Background: an optimization exercise with open tools, aiming at small area and a short achievable clock period. Do not read the settings as production practice. At most, simulation tests tie the RTL to the original design; equivalence was not proved. For runs 2 to 5, only the layout was checked, not whether the RTL still works. Power and IR drop assume default switching activity.

===== flow/design.v =====
module fifo_module #(
    parameter WIDTH = 8,
    parameter DEPTH = 16,
    parameter ADDR_WIDTH = 4
) (
    input clk,
    input rst,
    input [WIDTH-1:0] data_in,
    input write_enable,
    input read_enable,
    output reg [WIDTH-1:0] data_out,
    output wire full,
    output wire empty
);
reg [WIDTH-1:0] fifo_mem [0:DEPTH-1];
reg [ADDR_WIDTH-1:0] write_ptr;
reg [ADDR_WIDTH-1:0] read_ptr;
reg[ADDR_WIDTH:0] count;
always @(posedge clk ) begin
    if(rst) begin
        write_ptr <=0;
    end
    else if (write_enable && !full) begin
        fifo_mem[write_ptr]<=data_in;
        write_ptr <= write_ptr +1;
    end
end
always @(posedge clk) begin
    if(rst) begin
        read_ptr <=0;
    end
    else if (read_enable && !empty) begin
        data_out <= fifo_mem[read_ptr];
        read_ptr <= read_ptr +1;
    end
end
always @(posedge clk ) begin
    if(rst) begin 
        count<=0;
    end
    else begin
        case({write_enable && !full, read_enable && !empty})
        2'b10: count <= count+1;
        2'b01: count <= count-1;
        default: count <= count;
        endcase
    end
end
assign full = (count == DEPTH);
assign empty = (count == 0);
endmodule

===== flow/run.sh =====
#!/bin/bash
# synth_recipe.tcl (not shown) runs the flow's synth.tcl, then flattens the netlist and writes it again
# the make line also repeats each setting of config.mk as NAME=value (left out here)
make -C /OpenROAD-flow-scripts/flow DESIGN_CONFIG=/design/flow/config.mk WORK_HOME=/design/flow/orfs CLKGATE_MAP_FILE= SYNTH_SCRIPT=/design/flow/synth_recipe.tcl finish

===== flow/config.mk =====
export PLATFORM = sky130hd
export DESIGN_NAME = fifo_module
export DESIGN_NICKNAME = fifo_module
export VERILOG_FILES = /design/flow/design.v
export SDC_FILE = /design/flow/constraint.sdc
export NUM_CORES = 4
export LEC_CHECK = 0
export CAP_MARGIN = 20
export CORE_MARGIN = 2
export CORE_UTILIZATION = 40
export SLEW_MARGIN = 20

===== flow/constraint.sdc =====
create_clock -name core_clock -period 4.0 [get_ports {clk}]
set_input_delay 0.8000 -clock core_clock [delete_from_list [all_inputs] [get_ports {clk}]]
set_output_delay 0.8000 -clock core_clock [all_outputs]
set_load 0.01 [all_outputs]

==> flow_summary_export.csv, run 1 <==
group,metric,value,unit
timing,tns,0,ns
clocking,cts.sinks,149,
synthesis,synth_most_common_cell,"edfxtp_1",
grt,grt_max_degree,33,
clocking,post_cts_buffers,0,
power_and_ir_drop,clockPowerShare,37.0,%
synthesis,synth_area,0.00590,mm²
synthesis,yosysTopAreaCell,"edfxtp_1",
power_and_ir_drop,peakVddDrop,0.294,mV
flow_run,max_cap_viol_count,0,
clocking,root_buffer,"clkbuf_16",
synthesis,ys_ff_latch,149,
drt,dr_total_vias,2925,
timing,slew_violations,0,
floorplan,start_util,40.8,%
synthesis,synth_common_cells,"edfxtp_1, nor2_1, mux4_2",
power_and_ir_drop,pwr-share-seq,45.0,%
clocking,clk_latency,0.42,ns
power_and_ir_drop,leakagePower,2.31,nW
timing,rsz0062_at_grt,"no",
placement,post-place-ws,0.664,ns
drt,drtPass1Iterations,5,
critical_path,critPathMostFrequentCell,"inv_1",
critical_path,rr_worst_depth,10,
clocking,cts_tree,"yes",
timing,relSlewSlack,35.9,%
status,outcome,"complete, no violations",
min_path,hold_depth,2,
timing,fin_crit_sh,79.7,%
clocking,cts_hold_buffers,0,
clocking,cts_resized,0,
synthesis,yosysSeqAreaShare,73.6,%
synthesis,yosys.cell_types.count,33,
synthesis,synth_cells,320,
floorplan,num_rows,44,
critical_path,slowest_delay,0.68,ns
min_path,min_from,"count[2]$_SDFFE_PP0P_",
synthesis,synthTopCellsByArea,"edfxtp_1, mux4_2, dfxtp_1, nor2_1, a22oi_1",
critical_path,worst-endpoint-arrival,3.49,ns
critical_path,start_kind,"register",
timing,finalSetupViolations,0,
synthesis,synth_top_area_share,69.2,%
floorplan,die-area,0.0157,mm²
floorplan,die_h,125,µm
critical_path,crit-reg2reg-launch,"count[0]$_SDFFE_PP0P_",
critical_path,startpoint,"count[0]$_SDFFE_PP0P_",
critical_path,worstSetupPathType,"register to register",
drt,route.detailed.wl_per_inst,20.3,µm
drt,drc,0,
synthesis,synth_ff_type,"edfxtp_1",
placement,gp_congestion,0.720,
grt,grt_pass1_wl,18100,µm
placement,place_inst,526,
grt,gr-total-overflow,0,
cells_and_area,fillerInstances,1216,
power_and_ir_drop,swShare,24.6,%
critical_path,cp_slowest_cell,"or4_1",
power_and_ir_drop,p_sw,1.03,mW
timing,fin_ws,0.813,ns
power_and_ir_drop,p_comb_share,18.0,%
placement,dp_hpwl,7280,µm
synthesis,synth_edf_count,136,
timing,worst_clock_skew,0.00797,ns
critical_path,path_cells,"or4_1 -> o21a_1 -> inv_1 -> ha_1 -> inv_1 -> fa_1 -> nand2b_1 -> a21oi_1 -> mux2i_1 -> mux2_2",
timing,min_period,3.19,ns
critical_path,reg2reg_slack,0.81,ns
power_and_ir_drop,p_int,3.15,mW
cells_and_area,layout.nets,383,
drt,wirelength,11300,µm
critical_path,required,4.31,ns
power_and_ir_drop,pwr_density_cell,598,mW/mm²
grt,grt_pass1_vias,3098,
floorplan,die_w,125,µm
critical_path,end_kind,"register",
min_path,hp-class,"register to register",
clocking,cts_buffer_depth,2,
timing,timing.fmax,314,MHz
grt,grtUsageTotal,15.9,%
cells_and_area,drive_gt1_share,20.6,%
synthesis,yosys_warnings,1,
drt,drt.antenna.violating_nets,0,
synthesis,syn_nets,342,
synthesis,syn_area_per_cell,18.4,µm²
cells_and_area,layout.cells.non_filler,557,
cells_and_area,area_growth,18.3,%
clocking,clk_pin_slew_worst_paths,0.06,ns
critical_path,cp_max_fo,7,
floorplan,fp.coreArea,0.0145,mm²
timing,hold_viol_final,0,
synthesis,async_flop_share,0,%
drt,viasPerCell,5.25,
drt,drt-initial-drc-count,309,
grt,antenna_found_initial,0,
clocking,cts_made_buffers,17,
timing,tightest_slew,0.958,ns
placement,io_buffers,21,
cells_and_area,diodes,0,
floorplan,ios,22,
clocking,cts_htree_levels,4,
[through the flow]
stage | instance area, µm² | utilization [%] | power [mW] | hold WS [ns]
after floorplan | 5900 | - | 2.45 | 0.480
after CTS | 6980 | 48.2 | 4.23 | 0.552
after detailed placement | 6410 | 44.3 | 2.68 | 0.541
after global placement | 6410 | 44.3 | 2.67 | 0.511
after global routing | 6980 | 48.2 | 4.38 | 0.576
final | 6980 | 48.2 | 4.18 | 0.553
[sequential cells by signal, summed over array words and instances (netlist names)]
name / flops
count: 5
data_out: 8
fifo_mem: 128
read_ptr: 4
write_ptr: 4
[placed cells by master, fill, tap and decap left out, types with 2 or more instances in the layout]
cell             synthesis  final
buf_4                    0     16
or3_1                    2      2
mux2i_1                  3      3
a21oi_1                  4      4
clkbuf_16                0     17
a22oi_1                 16     16
o211ai_1                 2      2
edfxtp_1               136    136
clkinvlp_4               0      2
clkdlybuf4s50_1          0     21
nand2_1                 14     14
bufinv_16                0      3
dfxtp_1                 13     12
mux4_2                  32     32
xor2_1                   6      6
clkinv_1                 0      6
nor2b_1                  3      3
nor2_1                  40     40
ha_1                     9      9
clkbuf_1                 8      2
inv_1                    8      8
nand2b_1                 2      2
[power by group through the flow]
stage / registers [mW] / clock network (mW) / logic [mW]
2_1_floorplan: 1.85 / 0 / 0.599
3_5_place_dp: 1.91 / 0 / 0.768
6_report: 1.88 / 1.55 / 0.752
3_3_place_gp: 1.91 / 0 / 0.754
4_1_cts: 1.88 / 1.58 / 0.769
5_1_grt: 1.89 / 1.64 / 0.841
[cells by family after synthesis]
family,after synthesis,synth area share (%)
flip-flops,149,73.6
AND/OR/NAND/NOR,67,5.00
multiplexers,37,13.1
AO/OA/AOI/OAI,26,3.24
buffers and inverters,24,1.76
adder cells (fa/ha/maj),10,2.25
XOR/XNOR,7,1.04
[path summary, 6_finish.rpt]
path | endpoint
worst max-delay path | count[4]$_SDFFE_PP0P_
worst min-delay path | count[2]$_SDFFE_PP0P_
worst max register to register | count[4]$_SDFFE_PP0P_
worst min register to register | count[2]$_SDFFE_PP0P_
[layout make-up]
cell class	instances	area (µm²)	share of cell area, %
sequential	149	4350	62.3
clock inverter	12	136	1.95
multi-input combinational	147	1450	20.8
clock buffer	19	433	6.20
inverter	8	30.0	0.430
timing repair buffer	38	350	5.02
tap	184	230	3.30
[layer usage]
layer / GRT usage (%) / wire length, µm / vias up
li1: - / - / 1338
met1: 22.1 / 5050 / 1507
met2: 23.8 / 5490 / 67
met3: 4.88 / 639 / 13
met4: 5.62 / 148 / 0
met5: 0 / 0 / -
[worst max-delay path, delay by kind of cell, from the launching register on]
kind / cells / cell delay, ns
buf+inv: 2 / 0.20
simple gates: 2 / 0.84
compound gates: 2 / 0.49
mux: 2 / 0.55
fa+ha+maj: 2 / 0.67
flops: 1 / 0.34
==> run 2: changes to the inputs <==
==> flow/design.v (replaced) <==
module fifo_module #(
    parameter WIDTH = 8,
    parameter DEPTH = 16,
    parameter ADDR_WIDTH = 4
) (
    input clk,
    input rst,
    input [WIDTH-1:0] data_in,
    input write_enable,
    input read_enable,
    output reg [WIDTH-1:0] data_out,
    output reg full,
    output reg empty
);
reg [WIDTH-1:0] mem [0:DEPTH-1];
reg [ADDR_WIDTH-1:0] head;
wire do_write = write_enable & ~full;
wire do_read  = read_enable & ~empty;
wire up = do_write & ~do_read;
wire dn = do_read & ~do_write;
wire [ADDR_WIDTH-1:0] head_inc = head + 1'b1;
wire [ADDR_WIDTH-1:0] head_dec = head - 1'b1;
wire head_lo = (head == 0);
wire head_hi = (head == DEPTH-2);
integer i;
always @(posedge clk) begin
    if (do_write) begin
        mem[0] <= data_in;
        for (i = 1; i < DEPTH; i = i + 1)
            mem[i] <= mem[i-1];
    end
end
always @(posedge clk) begin
    if (do_read && !rst)
        data_out <= mem[head];
end
always @(posedge clk) begin
    if (rst) begin
        head  <= {ADDR_WIDTH{1'b1}};
        empty <= 1'b1;
        full  <= 1'b0;
    end else begin
        if (up)
            head <= head_inc;
        else if (dn)
            head <= head_dec;
        if (empty)
            empty <= ~write_enable;
        else if (dn && head_lo)
            empty <= 1'b1;
        if (full)
            full <= ~read_enable;
        else if (up && head_hi)
            full <= 1'b1;
    end
end
endmodule
==> run 2 against run 1 <==
Against the previous run: clock skew shrank 0.00060 ns; global-route usage is essentially flat; worst hold slack lost 0.10 ns; via count grew 10%; sequential share of layout area grew 1.3 points; utilization shrank 0.21 points; critical endpoint is now data_out[7]$_DFFE_PP_; total power shrank 4.2%; critical path type unchanged; largest power group unchanged; routed wire length shrank 1.9%; final cell count grew 4.1%; critical path depth shrank 3; clock power grew 5%; fmax grew 27%.
==> flow_summary_export.csv, run 2 <==
group,metric,value,unit
cells_and_area,area_growth,18.3,%
synthesis,ys_ff_latch,142,
critical_path,cp_slowest_cell,"dfxtp_1",
status,outcome,"complete, no violations",
cells_and_area,diodes,0,
clocking,cts_htree_levels,4,
critical_path,end_kind,"register",
grt,gr-total-overflow,0,
critical_path,path_cells,"inv_1 -> ha_1 -> buf_4 -> a22o_1 -> a211o_1 -> a311oi_1 -> a21oi_1",
grt,grt_pass1_vias,3134,
cells_and_area,final_core_util,48.0,%
cells_and_area,drive_gt1_share,11.3,%
drt,drtPass1Iterations,5,
floorplan,die_h,122,µm
timing,finalSetupViolations,0,
placement,placed_cell_area,0.00600,mm²
critical_path,rr_worst_depth,7,
timing,slew_violations,0,
drt,drc,0,
cells_and_area,multi_input_area,0.00124,mm²
synthesis,yosysTopAreaCell,"edfxtp_1",
drt,viasPerCell,5.56,
power_and_ir_drop,leakagePower,2.28,nW
drt,route.detailed.wl_per_inst,19.1,µm
synthesis,yosys_warnings,2,
critical_path,worstSetupPathType,"register to register",
min_path,hold_depth,0,
floorplan,fp.coreArea,0.0138,mm²
grt,antenna_found_initial,0,
critical_path,required,4.14,ns
timing,hold_viol_final,0,
synthesis,synth_area,0.00559,mm²
cells_and_area,final_cell_mix,"edfxtp_1, nand2_1, clkdlybuf4s50_1, a21oi_1",
synthesis,synth_cells,361,
timing,timing.fmax,398,MHz
critical_path,slowest_delay,0.45,ns
critical_path,critPathBufInv,2,
placement,io_buffers,21,
synthesis,synth_ff_type,"edfxtp_1",
critical_path,reg2reg_slack,1.49,ns
timing,rsz0062_at_grt,"no",
floorplan,die_w,122,µm
grt,grtUsageTotal,15.9,%
floorplan,ios,22,
timing,tns,0,ns
critical_path,r2r_end,"data_out[7]$_DFFE_PP_",
clocking,cts_hold_buffers,0,
power_and_ir_drop,peakVddDrop,0.314,mV
clocking,post_cts_buffers,0,
drt,dr_total_vias,3224,
critical_path,cp_max_fo,19,
synthesis,synth_top_area_share,73.1,%
drt,route.met3.wl,509,µm
timing,fin_crit_sh,62.8,%
cells_and_area,layout.nets,406,
critical_path,path_delay_family,"compound AO/OA/AOI/OAI gates",
cells_and_area,top_register,"mem",
cells_and_area,seq_area,0.00420,mm²
timing,relSlewSlack,45.4,%
synthesis,yosysSeqAreaShare,75.3,%
critical_path,worst-endpoint-arrival,2.65,ns
synthesis,synthTopCellsByArea,"edfxtp_1, dfxtp_1, a22oi_1, mux2i_1, a21oi_1",
cells_and_area,fillerInstances,1224,
drt,routed-wl-met2,5250,µm
min_path,min_from,"mem[3][2]$_DFFE_PP_",
floorplan,die-area,0.0149,mm²
synthesis,synth_most_common_cell,"edfxtp_1",
clocking,root_buffer,"clkbuf_16",
synthesis,synth_common_cells,"edfxtp_1, nand2_1, a21oi_1",
drt,wirelength,11100,µm
flow_run,max_cap_viol_count,0,
placement,gp_congestion,0.770,
drt,drt.antenna.violating_nets,0,
power_and_ir_drop,pwr_density_cell,605,mW/mm²
clocking,cts_tree,"yes",
synthesis,synth_edf_count,136,
synthesis,syn_nets,380,
cells_and_area,layout_commonest_cell,"edfxtp_1",
floorplan,num_rows,43,
critical_path,start_kind,"register",
clocking,cts_made_buffers,17,
timing,min_period,2.51,ns
timing,worst_clock_skew,0.00737,ns
grt,grt_pass1_wl,17700,µm
clocking,cts.sinks,142,
cells_and_area,largestRegisters,"mem: 128 flops, data_out: 8 flops, head: 4 flops",
cells_and_area,postLayoutCellArea,0.00661,mm²
critical_path,crit-reg2reg-launch,"head[0]$_SDFFE_PP1P_",
synthesis,async_flop_share,0,%
clocking,cts_buffer_depth,2,
min_path,hp-class,"register to register",
clocking,cts_resized,0,
cells_and_area,largest_reg_flops,128,
clocking,clk_latency,0.42,ns
placement,dp_hpwl,6550,µm
drt,drt-initial-drc-count,230,
synthesis,yosys.cell_types.count,39,
grt,grt_max_degree,129,
timing,tightest_slew,0.816,ns
drt,wl_met1,5150,µm
drt,highest_layer,"met4",
synthesis,syn_area_per_cell,15.5,µm²
min_path,worstHoldEndpoint,"mem[4][2]$_DFFE_PP_",
clocking,clk_pin_slew_worst_paths,0.06,ns
floorplan,start_util,40.6,%
run 2: changes by cell type after synthesis, sizes merged, moves of 6 or more:
cell / previous run / this run
mux4: 32 / 0
nor2: 40 / 17
a21oi: 4 / 19
nand3: 0 / 15
buf: 8 / 21
o21ai: 1 / 12
mux2i: 3 / 11
nand2: 14 / 22
dfxtp: 13 / 6
nand3b: 0 / 7
a211oi: 0 / 6
a31oi: 0 / 6
clkbuf: 8 / 2
run 2: cells by family after synthesis:
kind of cell / share of synthesized area [%]
simple gates: 6.94
xor+xnor: 0.471
mux: 1.97
flops: 75.3
fa+ha+maj: 1.57
compound gates: 11.1
buf+inv: 2.67
run 2: metal layers:
metal | global-route usage, % | vias to the layer above
met2 | 23.8 | 99
met5 | 0 | -
met1 | 22.3 | 1627
met4 | 6.61 | 0
li1 | - | 1485
met3 | 3.75 | 13
run 2: cell type report:
| cell class | count | area share [%] |
|---|---|---|
| multi-input combinational | 190 | 18.8 |
| clock inverter | 15 | 2.82 |
| timing repair buffer | 30 | 4.58 |
| clock buffer | 17 | 6.44 |
| tap | 180 | 3.41 |
| inverter | 6 | 0.398 |
| sequential | 142 | 63.6 |
run 2: how the worst max path moves through the flow:
stage / cells after the start / end / start / slack [ns]
after floorplan: 7 / head[3]$_SDFFE_PP1P_ / write_enable / -0.06
after global placement: 8 / head[3]$_SDFFE_PP1P_ / write_enable / 1.38
after detailed placement: 8 / head[3]$_SDFFE_PP1P_ / write_enable / 1.36
after CTS: 7 / data_out[7]$_DFFE_PP_ / head[0]$_SDFFE_PP1P_ / 1.53
after global routing: 7 / data_out[7]$_DFFE_PP_ / head[0]$_SDFFE_PP1P_ / 1.34
final: 7 / data_out[7]$_DFFE_PP_ / head[0]$_SDFFE_PP1P_ / 1.49
run 2: where the power goes:
group / leakage, nW / internal [mW] / switching, mW
logic: 0.616 / 0.182 / 0.317
clock network: 0.294 / 0.990 / 0.632
registers: 1.37 / 1.80 / 0.0783
run 2: per-stage QoR:
| stage | hold WS [ns] | setup WS, ns | instances | power, mW |
|---|---|---|---|---|
| after CTS | 0.449 | 1.53 | 580 | 4.03 |
| after global placement | 0.429 | 1.38 | 548 | 2.40 |
| after floorplan | 0.426 | -0.0559 | 361 | 2.23 |
| final | 0.448 | 1.49 | 580 | 4.00 |
| after detailed placement | 0.434 | 1.36 | 548 | 2.41 |
| after global routing | 0.455 | 1.34 | 580 | 4.14 |
==> run 3: changes to the inputs <==
--- a/flow/config.mk
+++ b/flow/config.mk
@@ -8,4 +8,5 @@
 export CAP_MARGIN = 20
 export CORE_MARGIN = 2
 export CORE_UTILIZATION = 40
+export SETUP_SLACK_MARGIN = 2.4
 export SLEW_MARGIN = 20
==> run 3 against run 2 <==
Against the previous run: first-iteration DRC count rose by 43%; flip-flop and latch count unchanged; count of clock-buffer cells in the layout up 3; design area is 6.8% higher; global-route usage increased by 1.4 points; die area is the same; clock skew grew 0.00094 ns; final cell count grew 5.7%; via count grew 5.7%; sequential power about the same; sequential share of layout area fell by 3.9 points; largest cell class unchanged; largest power group unchanged; highest routed layer is now met5.
==> flow_summary_export.csv, run 3 <==
group,metric,value,unit
drt,drt.antenna.violating_nets,0,
power_and_ir_drop,peakVddDrop,0.336,mV
status,outcome,"complete, no violations",
power_and_ir_drop,pwr-share-seq,47.2,%
drt,drt-initial-drc-count,328,
synthesis,syn_area_per_cell,15.5,µm²
cells_and_area,layout_commonest_cell,"edfxtp_1",
timing,fin_ws,2.17,ns
synthesis,synth_top_area_share,73.1,%
grt,grt_max_degree,129,
synthesis,synth_cells,361,
synthesis,ys_ff_latch,142,
placement,io_buffers,21,
timing,fin_crit_sh,45.9,%
floorplan,die-area,0.0149,mm²
cells_and_area,top_register,"mem",
power_and_ir_drop,p_int,2.95,mW
timing,hold_slack,0.444,ns
synthesis,yosysSeqAreaShare,75.3,%
min_path,hp-class,"register to register",
timing,worst_clock_skew,0.00831,ns
clocking,cts_buffer_depth,2,
grt,grt_pass1_wl,18900,µm
timing,relSlewSlack,67.7,%
critical_path,critPathBufInv,3,
drt,drc,0,
cells_and_area,largestRegisters,"mem: 128 flops, data_out: 8 flops, head: 4 flops",
cells_and_area,drive_gt1_share,26.3,%
critical_path,cp_max_fo,10,
synthesis,synth_ff_type,"edfxtp_1",
clocking,cts.sinks,142,
power_and_ir_drop,swShare,25.9,%
synthesis,synth_edf_count,136,
clocking,cts_tree,"yes",
drt,wirelength,12200,µm
clocking,clk_pin_slew_worst_paths,0.06,ns
min_path,hold_depth,0,
grt,gr-total-overflow,0,
grt,antenna_found_initial,1,
floorplan,start_util,40.6,%
cells_and_area,largest_reg_flops,128,
power_and_ir_drop,leakagePower,2.50,nW
placement,dp_hpwl,6000,µm
clocking,clk_latency,0.42,ns
floorplan,die_h,122,µm
power_and_ir_drop,p_sw,1.03,mW
critical_path,slowest_delay,0.37,ns
clocking,root_buffer,"clkbuf_16",
power_and_ir_drop,p_comb_share,17.7,%
drt,route.detailed.wl_per_inst,19.9,µm
timing,tns,0,ns
synthesis,synth_top_family_by_area,"compound AO/OA/AOI/OAI gates",
drt,viasPerCell,5.56,
synthesis,yosysTopAreaCell,"edfxtp_1",
critical_path,path_delay_family,"compound AO/OA/AOI/OAI gates",
synthesis,yosys.cell_types.count,39,
floorplan,ios,22,
drt,drtPass1Iterations,5,
synthesis,syn_nets,380,
clocking,cts_htree_levels,4,
floorplan,die_w,122,µm
placement,place_inst,545,
power_and_ir_drop,clockPowerShare,35.1,%
synthesis,synthTopCellsByArea,"edfxtp_1, dfxtp_1, a22oi_1, mux2i_1, a21oi_1",
clocking,cts_made_buffers,17,
placement,placed_cell_area,0.00597,mm²
synthesis,synth_compound_area_share,11.1,%
synthesis,async_flop_share,0,%
floorplan,num_rows,43,
grt,grt_pass1_vias,3389,
cells_and_area,final_cell_mix,"edfxtp_1, buf_4, nand2_1, clkbuf_16, a21oi_1",
placement,post-place-ws,1.35,ns
synthesis,yosys.area_share.simple,6.94,%
critical_path,path_cells,"inv_4 -> buf_12 -> ha_4 -> buf_6 -> a21oi_1 -> a211oi_1 -> a211oi_1 -> a31oi_1",
synthesis,synth_fa_ha_area_share,1.57,%
critical_path,worst-endpoint-arrival,1.98,ns
critical_path,start_kind,"register",
synthesis,synth_xor_area_share,0.470,%
cells_and_area,area_growth,26.4,%
critical_path,critPathMostFrequentCell,"a211oi_1",
floorplan,fp.coreArea,0.0138,mm²
synthesis,yosys_warnings,2,
timing,min_period,1.83,ns
timing,tightest_slew,0.482,ns
grt,grtUsageTotal,17.2,%
timing,finalSetupViolations,0,
cells_and_area,layout.nets,439,
synthesis,synth_common_cells,"edfxtp_1, nand2_1, a21oi_1",
power_and_ir_drop,pwr_density_cell,564,mW/mm²
critical_path,required,4.15,ns
cells_and_area,postLayoutCellArea,0.00706,mm²
cells_and_area,layout.cells.non_filler,613,
critical_path,end_kind,"register",
drt,dr_total_vias,3407,
cells_and_area,diodes,0,
synthesis,synth_area,0.00559,mm²
placement,gp_congestion,0.798,
timing,slew_violations,0,
synthesis,synth_mux_area_share,1.97,%
cells_and_area,final_core_util,51.2,%
synthesis,synth_most_common_cell,"edfxtp_1",
critical_path,worstSetupPathType,"register to register",
timing,rsz0062_at_grt,"yes",
critical_path,path_depth,8,
timing,hold_viol_final,0,
timing,timing.fmax,545,MHz
power_and_ir_drop,power,3.98,mW
critical_path,rr_worst_depth,8,
critical_path,cp_slowest_cell,"dfxtp_4",
flow_run,max_cap_viol_count,0,
run 3: path summary, 6_finish.rpt:
kind | from | to | slack [ns]
min | mem[11][1]$_DFFE_PP_ | mem[12][1]$_DFFE_PP_ | 0.44
max reg2reg | head[1]$_SDFFE_PP1P_ | data_out[2]$_DFFE_PP_ | 2.17
min reg2reg | mem[11][1]$_DFFE_PP_ | mem[12][1]$_DFFE_PP_ | 0.44
max | head[1]$_SDFFE_PP1P_ | data_out[2]$_DFFE_PP_ | 2.17
run 3: repair_timing:
action                                  4_1_cts  5_1_grt
buffers inserted                             29        5
hold buffers                                  0        0
cloned                                        0        2
resized for setup                            94       17
endpoints found under the setup margin      160      129
pin swaps                                    20        9
run 3: area by class of cell:
class,count,area (µm²)
flip-flops and latches,142,4220
well taps,180,225
inverters,6,31.3
clock buffers,20,437
multi-input cells,190,1390
clock inverters,12,77.6
repair buffers,63,683
fillers,1189,6720
run 3: routing by layer:
| metal | part of all wire, % | vias up | global-route usage [%] |
|---|---|---|---|
| li1 | - | 1548 | - |
| met1 | 44 | 1710 | 24.0 |
| met2 | 48 | 126 | 25.9 |
| met3 | 6.1 | 21 | 4.63 |
| met4 | 1.6 | 2 | 6.61 |
| met5 | 0.065 | - | 0 |
run 3: kinds of logic (layout without fill, tap and decap cells):
kind of cell,Yosys count,after routing
adders and majority gates,7,7
and+or+nand+nor,79,79
muxes,11,11
AOI/OAI and AO/OA,90,90
buffers and inverters,29,101
DFF,142,142
xor gates and xnor gates,3,3
run 3: power groups by stage:
stage	registers, mW	clock network (mW)	logic (mW)
finish	1.88	1.40	0.704
global route	1.89	1.48	0.755
CTS	1.88	1.41	0.632
detailed placement	1.90	0	0.492
global placement	1.90	0	0.494
floorplan	1.88	0	0.355
==> run 4: changes to the inputs <==
--- a/flow/config.mk
+++ b/flow/config.mk
@@ -8,5 +8,8 @@
 export CAP_MARGIN = 20
 export CORE_MARGIN = 2
 export CORE_UTILIZATION = 40
-export SETUP_SLACK_MARGIN = 2.4
+export CTS_BUF_LIST = sky130_fd_sc_hd__clkbuf_8
+export CTS_CLUSTER_DIAMETER = 60
+export CTS_CLUSTER_SIZE = 24
+export SETUP_SLACK_MARGIN = 2.2
 export SLEW_MARGIN = 20
==> run 4 against run 3 <==
Against the previous run: largest power group unchanged; via count decreased by 3.6%; routed wire length shrank 2.3%; synthesized cell count did not move; critical endpoint is now data_out[7]$_DFFE_PP_.
==> flow_summary_export.csv, run 4 <==
group,metric,value,unit
synthesis,synth_edf_count,136,
clocking,cts_tree,"yes",
floorplan,start_util,40.6,%
timing,slew_violations,0,
synthesis,synth_cells,361,
critical_path,worst-endpoint-arrival,2.01,ns
critical_path,required,4.18,ns
floorplan,ios,22,
clocking,cts_made_buffers,17,
grt,grt_max_degree,129,
cells_and_area,layout.nets,429,
cells_and_area,top_register,"mem",
min_path,hp-class,"register to register",
timing,fin_crit_sh,45.8,%
synthesis,yosysTopAreaCell,"edfxtp_1",
power_and_ir_drop,pwr_density_cell,546,mW/mm²
synthesis,synth_common_cells,"edfxtp_1, nand2_1, a21oi_1",
timing,finalSetupViolations,0,
drt,drt-initial-drc-count,300,
placement,post-place-ws,1.35,ns
floorplan,num_rows,43,
synthesis,synth_ff_type,"edfxtp_1",
power_and_ir_drop,leakagePower,2.38,nW
power_and_ir_drop,peakVddDrop,0.341,mV
floorplan,fp.coreArea,0.0138,mm²
grt,grt_pass1_vias,3383,
drt,drtPass1Iterations,5,
drt,drt.antenna.violating_nets,0,
critical_path,end_kind,"register",
drt,viasPerCell,5.44,
critical_path,path_delay_family,"compound AO/OA/AOI/OAI gates",
critical_path,cp_max_fo,5,
drt,route.detailed.wl_per_inst,19.8,µm
critical_path,worstSetupPathType,"register to register",
floorplan,die_h,122,µm
cells_and_area,final_cell_mix,"edfxtp_1, nand2_1, buf_4, a21oi_1, clkbuf_8",
grt,antenna_found_initial,0,
clocking,cts_hold_buffers,0,
clocking,cts_buffer_depth,2,
synthesis,synth_area,0.00559,mm²
synthesis,synth_top_area_share,73.1,%
timing,worst_clock_skew,0.00742,ns
grt,grt.busiest_layer,"met2",
flow_run,max_cap_viol_count,0,
critical_path,critPathBufInv,2,
synthesis,synthTopCellsByArea,"edfxtp_1, dfxtp_1, a22oi_1, mux2i_1, a21oi_1",
grt,grtUsageTotal,17.1,%
synthesis,async_flop_share,0,%
timing,tightest_slew,0.663,ns
floorplan,die-area,0.0149,mm²
clocking,clk_latency,0.44,ns
cells_and_area,largestRegisters,"mem: 128 flops, data_out: 8 flops, head: 4 flops",
synthesis,yosys_warnings,2,
grt,gr-usage-met3,3.84,%
timing,fin_ws,2.17,ns
clocking,clk_pin_slew_worst_paths,0.08,ns
synthesis,syn_nets,380,
clocking,cts_htree_levels,4,
floorplan,die_w,122,µm
synthesis,yosys.cell_types.count,39,
cells_and_area,drive_gt1_share,27.7,%
clocking,cts.sinks,142,
synthesis,synth_most_common_cell,"edfxtp_1",
clocking,root_buffer,"clkbuf_8",
cells_and_area,diodes,0,
cells_and_area,layout_commonest_cell,"edfxtp_1",
cells_and_area,area_growth,22.8,%
critical_path,start_kind,"register",
synthesis,ys_ff_latch,142,
timing,hold_viol_final,0,
drt,wirelength,12000,µm
drt,dr_total_vias,3283,
synthesis,yosysSeqAreaShare,75.3,%
timing,rsz0062_at_grt,"yes",
placement,gp_congestion,0.813,
grt,gr-total-overflow,0,
grt,gr-usage-met1,23.5,%
status,outcome,"complete, no violations",
drt,drc,0,
cells_and_area,largest_reg_flops,128,
timing,relSlewSlack,55.8,%
grt,gr-usage-met2,26.3,%
grt,grt_pass1_wl,18800,µm
synthesis,syn_area_per_cell,15.5,µm²
timing,timing.fmax,546,MHz
placement,io_buffers,21,
critical_path,cp_slowest_cell,"dfxtp_4",
critical_path,path_cells,"inv_4 -> ha_4 -> buf_4 -> a22o_1 -> a211o_1 -> a311oi_2 -> a21oi_1",
timing,tns,0,ns
placement,dp_hpwl,6510,µm
timing,min_period,1.83,ns
critical_path,slowest_delay,0.40,ns
## run 4: changes by cell type in the layout (fill, tap and decap cells not counted), sizes merged, moves of 2 or more
cell	delta
inv	+3
clkinvlp	+2
clkinv	-5
buf	-10
bufinv	+3
clkbuf	-6
## run 4: cell families after synthesis
kind of cell	count (synthesis)	share of synthesized area, %
DFF	142	75.3
and+or+nand+nor	79	6.94
buffers and inverters	29	2.67
adders and majority gates	7	1.57
AOI/OAI and AO/OA	90	11.1
xor gates and xnor gates	3	0.471
muxes	11	1.97
## run 4: final cells by class
cell class                      count  area, µm²
Clock inverter                     15        196
Multi-Input combinational cell    191       1460
Inverter                            6       31.3
Sequential cell                   142       4220
Fill cell                        1189       6910
Timing Repair Buffer               52        487
Tap cell                          180        225
Clock buffer                       17        234
## run 4: stage by stage
stage	hold WS (ns)	area (µm²)	util (%)	cells	total power, mW
6_report	0.453	6860	49.8	603	3.75
5_1_grt	0.464	6860	49.8	603	3.91
3_5_place_dp	0.434	5990	43.5	548	2.39
4_1_cts	0.451	6710	48.7	601	3.72
3_3_place_gp	0.428	5990	43.5	548	2.39
2_1_floorplan	0.426	5600	-	361	2.24
## run 4: routing by layer
metal / part of all wire (%) / vias up
li1: - / 1530
met1: 46 / 1650
met2: 48 / 87
met3: 4.8 / 16
met4: 1.6 / 0
met5: 0 / -
## run 4: timing repair
item | in CTS | in global routing
pin swaps | 13 | 15
gates cloned | 2 | 0
gates resized for setup | 85 | 30
setup endpoints to repair | 157 | 121
hold endpoints to repair | 0 | 0
buffers inserted | 19 | 2
## run 4: power by group
| part | total [mW] | switching (mW) | internal, mW |
|---|---|---|---|
| registers | 1.89 | 0.0914 | 1.80 |
| logic | 0.628 | 0.361 | 0.267 |
| clock network | 1.22 | 0.545 | 0.677 |
## run 4: worst paths after layout
check	from	end	slack, ns	cells after the start
hold reg to reg	mem[1][0]$_DFFE_PP_	mem[2][0]$_DFFE_PP_	0.45	0
hold / removal	mem[1][0]$_DFFE_PP_	mem[2][0]$_DFFE_PP_	0.45	0
setup reg to reg	head[0]$_SDFFE_PP1P_	data_out[7]$_DFFE_PP_	2.17	7
setup / recovery	head[0]$_SDFFE_PP1P_	data_out[7]$_DFFE_PP_	2.17	7
==> run 5: changes to the inputs <==
==> flow/flow/run.sh (new file) <==
#!/bin/bash
# Standard layout, with port buffers of a chosen cell and a clock tree without dummy loads.
set -euo pipefail
export BUFFER_PORTS_ARGS="-buffer_cell sky130_fd_sc_hd__buf_2"
export CTS_ARGS="-sink_clustering_enable -repair_clock_nets -dont_use_dummy_load -buf_list sky130_fd_sc_hd__clkbuf_8 -sink_clustering_size 24 -sink_clustering_max_diameter 60"
bash standard.sh > standard.log 2>&1
==> flow/standard.sh (new file) <==
#!/bin/bash
# synth_recipe.tcl (not shown) runs the flow's synth.tcl, then flattens the netlist and writes it again
# the make line also repeats each setting of config.mk as NAME=value (left out here)
make -C /OpenROAD-flow-scripts/flow DESIGN_CONFIG=/design/flow/config.mk WORK_HOME=/design/flow/orfs CLKGATE_MAP_FILE= SYNTH_SCRIPT=/design/flow/synth_recipe.tcl "${@:-finish}"
removed: flow/run.sh
==> run 5 against run 4 <==
Against the previous run: design area is 7.2% lower; final cell count is 3.6% lower; flip-flop and latch count stayed put; global-route usage is 0.48 points lower; synthesized area stayed put; non-clock buffer count is 6 lower; critical path depth stayed put; register-to-register slack hardly changed; synthesized cell count stayed put; largest cell class unchanged; highest routed layer unchanged; still clean on timing, DRC and antenna.
==> flow_summary_export.csv, run 5 <==
group,metric,value,unit
status,outcome,"complete, no violations",
cells_and_area,drive_gt1_share,21.7,%
cells_and_area,layout.cells.non_filler,581,
grt,grt_pass1_vias,3200,
clocking,cts_hold_buffers,0,
drt,drt.antenna.violating_nets,0,
floorplan,fp.coreArea,0.0138,mm²
synthesis,synth_edf_count,136,
power_and_ir_drop,p_comb_share,17.1,%
power_and_ir_drop,pwr-share-seq,58.0,%
clocking,cts_htree_levels,4,
drt,viasPerCell,5.62,
drt,route.detailed.wl_per_inst,20.1,µm
critical_path,required,4.19,ns
min_path,min_from,"mem[7][6]$_DFFE_PP_",
clocking,cts_made_buffers,17,
critical_path,r2r_end,"data_out[1]$_DFFE_PP_",
power_and_ir_drop,peakVddDrop,0.229,mV
critical_path,worst-endpoint-arrival,2.02,ns
floorplan,ios,22,
timing,hold_slack,0.447,ns
drt,drtPass1Iterations,5,
critical_path,slowest_delay,0.42,ns
clocking,cts_buffer_depth,2,
cells_and_area,largestRegisters,"mem: 128 flops, data_out: 8 flops, head: 4 flops",
cells_and_area,largest_reg_flops,128,
min_path,worstHoldEndpoint,"mem[8][6]$_DFFE_PP_",
cells_and_area,top_register,"mem",
min_path,hp-class,"register to register",
synthesis,synth_top_area_share,73.1,%
critical_path,end_kind,"register",
min_path,hold_depth,0,
power_and_ir_drop,leakagePower,2.20,nW
synthesis,async_flop_share,0,%
clocking,cts_tree,"yes",
synthesis,syn_area_per_cell,15.5,µm²
drt,wirelength,11700,µm
synthesis,yosysSeqAreaShare,75.3,%
synthesis,yosysTopAreaCell,"edfxtp_1",
timing,slew_violations,0,
floorplan,die-area,0.0149,mm²
cells_and_area,layout_commonest_cell,"edfxtp_1",
timing,worst_clock_skew,0.0123,ns
critical_path,cp_max_fo,6,
cells_and_area,diodes,0,
grt,gr-total-overflow,0,
critical_path,worstSetupPathType,"register to register",
synthesis,synthTopCellsByArea,"edfxtp_1, dfxtp_1, a22oi_1, mux2i_1, a21oi_1",
critical_path,path_delay_family,"compound AO/OA/AOI/OAI gates",
timing,min_period,1.84,ns
synthesis,synth_ff_type,"edfxtp_1",
placement,placed_cell_area,0.00587,mm²
timing,relSlewSlack,40.8,%
timing,tightest_slew,0.885,ns
critical_path,rr_worst_depth,7,
synthesis,synth_most_common_cell,"edfxtp_1",
synthesis,yosys_warnings,2,
timing,timing.fmax,545,MHz
synthesis,ys_ff_latch,142,
timing,rsz0062_at_grt,"yes",
placement,dp_hpwl,6620,µm
grt,grt_max_degree,129,
floorplan,num_rows,43,
placement,place_inst,546,
cells_and_area,layout.nets,422,
drt,drt-initial-drc-count,306,
clocking,clk_pin_slew_worst_paths,0.07,ns
power_and_ir_drop,pwr_density_cell,514,mW/mm²
synthesis,yosys.cell_types.count,39,
timing,tns,0,ns
timing,finalSetupViolations,0,
cells_and_area,postLayoutCellArea,0.00637,mm²
timing,fin_crit_sh,45.9,%
cells_and_area,final_core_util,46.2,%
floorplan,start_util,40.6,%
grt,grtUsageTotal,16.6,%
critical_path,cp_slowest_cell,"dfxtp_4",
placement,io_buffers,21,
timing,hold_viol_final,0,
power_and_ir_drop,p_sw,0.864,mW
critical_path,reg2reg_slack,2.16,ns
synthesis,synth_area,0.00559,mm²
flow_run,max_cap_viol_count,0,
grt,antenna_found_initial,0,
power_and_ir_drop,p_int,2.41,mW
cells_and_area,area_growth,14.0,%
critical_path,startpoint,"head[1]$_SDFFE_PP1P_",
critical_path,crit-reg2reg-launch,"head[1]$_SDFFE_PP1P_",
synthesis,synth_cells,361,
drt,dr_total_vias,3264,
clocking,root_buffer,"clkbuf_8",
floorplan,die_h,122,µm
power_and_ir_drop,swShare,26.4,%
critical_path,path_cells,"inv_6 -> ha_4 -> buf_6 -> a22o_1 -> a211o_1 -> a311oi_2 -> a21oi_1",
floorplan,die_w,122,µm
drt,drc,0,
synthesis,synth_common_cells,"edfxtp_1, nand2_1, a21oi_1",
cells_and_area,final_cell_mix,"edfxtp_1, buf_2, nand2_1, a21oi_1",
critical_path,start_kind,"register",
placement,gp_congestion,0.770,
synthesis,syn_nets,380,
critical_path,critPathBufInv,2,
power_and_ir_drop,clockPowerShare,24.9,%
grt,grt_pass1_wl,18000,µm
clocking,cts.sinks,142,
clocking,clk_latency,0.44,ns
## run 5: layout make-up
cell class / count / area [µm²]
Clock buffer: 17 / 234
Fill cell: 1230 / 7410
Inverter: 6 / 31.3
Multi-Input combinational cell: 190 / 1330
Sequential cell: 142 / 4220
Tap cell: 180 / 225
Timing Repair Buffer: 46 / 329
## run 5: worst reg2reg max path, delay by kind of cell (launching register included)
kind,cells,cell delay (ns)
adder cells (fa/ha/maj),1,0.20
buffers and inverters,2,0.19
flip-flops,1,0.42
AO/OA/AOI/OAI,4,0.81
## run 5: cell families (layout without fill, tap and decap cells)
kind of cell | after synthesis | after routing | synth area share [%]
AND/OR/NAND/NOR | 79 | 79 | 6.94
adder cells (fa/ha/maj) | 7 | 7 | 1.57
buffers and inverters | 29 | 69 | 2.67
flip-flops | 142 | 142 | 75.3
multiplexers | 11 | 11 | 1.97
AO/OA/AOI/OAI | 90 | 90 | 11.1
XOR/XNOR | 3 | 3 | 0.471
## run 5: power groups by stage
stage	logic [mW]	clock network (mW)	registers, mW
3_3_place_gp	0.443	0	1.93
5_1_grt	0.608	0.894	1.91
6_report	0.561	0.816	1.90
4_1_cts	0.532	0.841	1.90
3_5_place_dp	0.451	0	1.93
2_1_floorplan	0.354	0	1.88
## run 5: how the worst max path moves through the flow
stage / to / depth (start not counted)
after global placement: data_out[6]$_DFFE_PP_ / 5
after detailed placement: data_out[6]$_DFFE_PP_ / 5
final: data_out[1]$_DFFE_PP_ / 7
after CTS: data_out[7] / 1
after floorplan: head[3]$_SDFFE_PP1P_ / 7
after global routing: data_out[4]$_DFFE_PP_ / 7
## run 5: stage by stage
stage	setup slack, ns	total power [mW]
floorplan	-0.0557	2.24
global placement	1.65	2.37
detailed placement	1.57	2.38
CTS	2.16	3.27
global route	2.09	3.42
finish	2.16	3.28
## run 5: what timing repair did
action                     4_1_cts  5_1_grt
setup endpoints to repair       17       18
pin swaps                       10        6
buffers inserted                15        3
resized for setup               25        9
## run 5: per-layer routing
metal  GRT usage [%]  vias up  share of wire (%)
li1                -     1499                  -
met1            22.6     1621                 45
met2            25.1      115                 47
met3            4.45       29                5.8
met4            7.61        0                2.9
met5               0        -                  0
==> run 6: changes to the inputs <==
==> flow/design.v (replaced) <==
module fifo_module #(
    parameter WIDTH = 8,
    parameter DEPTH = 16,
    parameter ADDR_WIDTH = 4
) (
    input clk,
    input rst,
    input [WIDTH-1:0] data_in,
    input write_enable,
    input read_enable,
    output reg [WIDTH-1:0] data_out,
    output wire full,
    output wire empty
);
reg [WIDTH-1:0] mem [0:DEPTH-1];
reg [ADDR_WIDTH:0] head;
assign empty = head[ADDR_WIDTH];
assign full  = ~head[ADDR_WIDTH] & (&head[ADDR_WIDTH-1:0]);
wire do_write = write_enable & ~full;
wire do_read  = read_enable & ~empty;
integer i;
always @(posedge clk) begin
    if (do_write) begin
        mem[0] <= data_in;
        for (i = 1; i < DEPTH; i = i + 1)
            mem[i] <= mem[i-1];
    end
end
always @(posedge clk) begin
    if (do_read && !rst)
        data_out <= mem[head[ADDR_WIDTH-1:0]];
end
always @(posedge clk) begin
    if (rst)
        head <= {(ADDR_WIDTH+1){1'b1}};
    else if (do_write && !do_read)
        head <= head + 1'b1;
    else if (do_read && !do_write)
        head <= head - 1'b1;
end
endmodule
==> flow/run.sh (new file) <==
#!/bin/bash
# synth_recipe.tcl (not shown) runs the flow's synth.tcl, then flattens the netlist and writes it again
# the make line also repeats each setting of config.mk as NAME=value (left out here)
make -C /OpenROAD-flow-scripts/flow DESIGN_CONFIG=/design/flow/config.mk WORK_HOME=/design/flow/orfs CLKGATE_MAP_FILE= SYNTH_SCRIPT=/design/flow/synth_recipe.tcl finish
--- a/flow/config.mk
+++ b/flow/config.mk
@@ -8,8 +8,4 @@
 export CAP_MARGIN = 20
 export CORE_MARGIN = 2
 export CORE_UTILIZATION = 40
-export CTS_BUF_LIST = sky130_fd_sc_hd__clkbuf_8
-export CTS_CLUSTER_DIAMETER = 60
-export CTS_CLUSTER_SIZE = 24
-export SETUP_SLACK_MARGIN = 2.2
 export SLEW_MARGIN = 20
removed: flow/flow/run.sh
removed: flow/standard.sh
==> run 6 against run 5 <==
Against the previous run: sequential share of layout area fell by 3.3 points; total power grew 50%; count of clock-buffer cells in the layout grew 4; flip-flop and latch count down 1; non-clock buffer count is 19 lower; clock skew fell by 0.0037 ns.
==> flow_summary_export.csv, run 6 <==
group,metric,value,unit
drt,drt-initial-drc-count,317,
timing,tightest_slew,0.962,ns
placement,dp_hpwl,6360,µm
grt,grt_max_degree,129,
timing,timing.fmax,340,MHz
synthesis,yosys_warnings,2,
synthesis,synth_top_family_by_area,"compound AO/OA/AOI/OAI gates",
synthesis,synth_common_cells,"edfxtp_1, mux2_2, a22oi_1",
critical_path,path_cells,"nand2_4 -> nor3_4 -> clkdlybuf4s50_1",
cells_and_area,top_register,"mem",
min_path,hp-class,"register to register",
grt,grt_pass1_vias,3022,
synthesis,synth_mux_area_share,6.37,%
synthesis,synth_xor_area_share,0.460,%
power_and_ir_drop,p_comb_share,24.5,%
cells_and_area,final_core_util,47.7,%
synthesis,syn_area_per_cell,16.4,µm²
synthesis,synth_area,0.00571,mm²
synthesis,ys_ff_latch,141,
grt,grt_pass1_wl,17200,µm
status,outcome,"complete, no violations",
drt,drc,0,
flow_run,max_cap_viol_count,0,
synthesis,synth_most_common_cell,"edfxtp_1",
critical_path,cp_max_fo,39,
synthesis,synthTopCellsByArea,"edfxtp_1, mux2_2, a22oi_1, dfxtp_1, mux2i_1",
synthesis,syn_nets,365,
timing,finalSetupViolations,0,
clocking,cts_resized,0,
cells_and_area,layout.cells.non_filler,565,
cells_and_area,final_cell_mix,"edfxtp_1, mux2_2, clkdlybuf4s50_1, a22oi_1, clkbuf_16",
cells_and_area,largest_reg_flops,128,
power_and_ir_drop,p_int,3.45,mW
power_and_ir_drop,swShare,29.7,%
synthesis,synth_edf_count,136,
power_and_ir_drop,power,4.90,mW
synthesis,synth_cells,348,
clocking,cts_hold_buffers,0,
floorplan,fp.coreArea,0.0139,mm²
cells_and_area,fillerInstances,1165,
timing,slew_violations,0,
floorplan,ios,22,
drt,route.detailed.wl_per_inst,19.6,µm
floorplan,start_util,41.0,%
synthesis,async_flop_share,0,%
clocking,cts_tree,"yes",
grt,grtUsageTotal,15.8,%
grt,gr-total-overflow,0,
synthesis,yosys.area_share.simple,7.03,%
critical_path,end_kind,"output pin",
placement,place_inst,534,
timing,min_period,2.94,ns
timing,worst_clock_skew,0.00851,ns
power_and_ir_drop,peakVddDrop,0.297,mV
synthesis,yosysSeqAreaShare,73.2,%
power_and_ir_drop,pwr_density_cell,737,mW/mm²
clocking,cts_made_buffers,17,
critical_path,cp_slowest_cell,"dfxtp_2",
synthesis,yosysTopAreaCell,"edfxtp_1",
clocking,clk_pin_slew_worst_paths,0.05,ns
drt,viasPerCell,5.50,
clocking,cts.sinks,141,
timing,rsz0062_at_grt,"no",
synthesis,synth_compound_area_share,8.98,%
clocking,clk_latency,0.42,ns
timing,fin_crit_sh,73.6,%
cells_and_area,layout.nets,390,
timing,relSlewSlack,35.6,%
critical_path,path_delay_family,"flip-flops",
drt,wirelength,11100,µm
timing,hold_viol_final,0,
power_and_ir_drop,clockPowerShare,29.9,%
critical_path,worstSetupPathType,"register to output pin",
clocking,cts_htree_levels,4,
placement,io_buffers,21,
synthesis,yosys.cell_types.count,52,
floorplan,num_rows,43,
synthesis,synth_top_area_share,71.5,%
synthesis,synth_fa_ha_area_share,1.23,%
cells_and_area,layout_commonest_cell,"edfxtp_1",
clocking,cts_buffer_depth,2,
timing,tns,0,ns
clocking,post_cts_buffers,0,
power_and_ir_drop,leakagePower,2.27,nW
critical_path,required,3.20,ns
placement,gp_congestion,0.783,
drt,drt.antenna.violating_nets,0,
grt,antenna_found_initial,0,
cells_and_area,area_growth,16.4,%
critical_path,slowest_delay,0.80,ns
cells_and_area,drive_gt1_share,18.4,%
floorplan,die_h,124,µm
drt,dr_total_vias,3110,
clocking,root_buffer,"clkbuf_16",
cells_and_area,diodes,0,
critical_path,critPathBufInv,1,
critical_path,start_kind,"register",
floorplan,die_w,124,µm
cells_and_area,largestRegisters,"mem: 128 flops, data_out: 8 flops, head: 5 flops",
drt,drtPass1Iterations,5,
synthesis,synth_ff_type,"edfxtp_1",
floorplan,die-area,0.0153,mm²
power_and_ir_drop,pwr-share-seq,45.6,%
power_and_ir_drop,p_sw,1.46,mW
critical_path,worst-endpoint-arrival,2.14,ns
## run 6: kinds of logic after synthesis
| kind of cell | after synthesis |
|---|---|
| AO/OA/AOI/OAI | 68 |
| AND/OR/NAND/NOR | 73 |
| multiplexers | 33 |
| adder cells (fa/ha/maj) | 5 |
| buffers and inverters | 25 |
| XOR/XNOR | 3 |
| flip-flops | 141 |
## run 6: final timing paths
| kind | start | to | slack, ns | depth (start not counted) |
|---|---|---|---|---|
| worst max-delay path | head[3]$_SDFFE_PP1P_ | full | 1.06 | 3 |
| worst min-delay path | mem[10][2]$_DFFE_PP_ | mem[11][2]$_DFFE_PP_ | 0.44 | 0 |
| worst max register to register | head[3]$_SDFFE_PP1P_ | head[4]$_SDFFE_PP1P_ | 1.40 | 10 |
| worst min register to register | mem[10][2]$_DFFE_PP_ | mem[11][2]$_DFFE_PP_ | 0.44 | 0 |
## run 6: cell type report
type	count	area, µm²	share of cell area, %
flip-flops and latches	141	4190	62.9
well taps	180	225	3.39
repair buffers	27	268	4.02
clock buffers	21	440	6.62
multi-input cells	182	1420	21.3
inverters	4	15.0	0.226
clock inverters	10	98.8	1.49
## run 6: per-stage QoR
step,hold WS (ns),instance area [µm²],setup WS [ns]
global route,0.453,6650,0.943
detailed placement,0.429,6110,1.11
finish,0.439,6650,1.06
floorplan,0.417,5780,-0.410
CTS,0.442,6650,1.02
global placement,0.424,6110,1.13
## run 6: routing by layer
metal  wire (µm)  vias to the layer above  global-route usage (%)
met4         289                        0                    8.45
met5           0                        -                       0
li1            -                     1441                       -
met1        5270                     1554                    22.4
met3         504                       22                    4.29
met2        4990                       93                    22.1
## run 6: power groups by stage
stage	registers (mW)	clock network, mW	logic (mW)
floorplan	2.15	0	1.01
global placement	2.25	0	1.19
detailed placement	2.26	0	1.21
CTS	2.24	1.50	1.21
global route	2.28	1.55	1.32
finish	2.23	1.47	1.20

[separate check: timing with driven ports]
In the flow no input, the clock included, has a driving cell. The finished layouts below were timed again as built, in two steps.
Step 1: set_driving_cell puts a clkbuf_16 on clk and a buf_2 on each other input, an assumption about the parent block.
Step 2 moves the port delays by t, midway between the first and last clock arrival at a register: inputs arrive t later, outputs are due t later. That takes back most of the time a late clock gives input paths.
Slacks: ideal / step 1 / step 2; pairs: ideal / step 1.
run | t, ns | setup WS [ns] | worst setup path after step 2 | cell pins on the clock port's net
run 1 | 0.456 | 0.813 / 0.813 / 0.687 | input to register | 1
run 2 | 0.451 | 1.489 / 1.489 / 1.342 | input to register | 1
run 3 | 0.451 | 2.165 / 2.165 / 1.832 | input to register | 1
run 4 | 0.471 | 2.167 / 2.142 / 1.746 | input to register | 1
run 5 | 0.466 | 2.164 / 2.160 / 1.787 | input to register | 1
run 6 | 0.458 | 1.057 / 1.018 / 1.100 | input to register | 1
After both steps setup and hold are still met in every run listed. The setup slack of run 4, which loses most, moves by -0.025 ns with the drivers and by -0.421 ns with both steps.
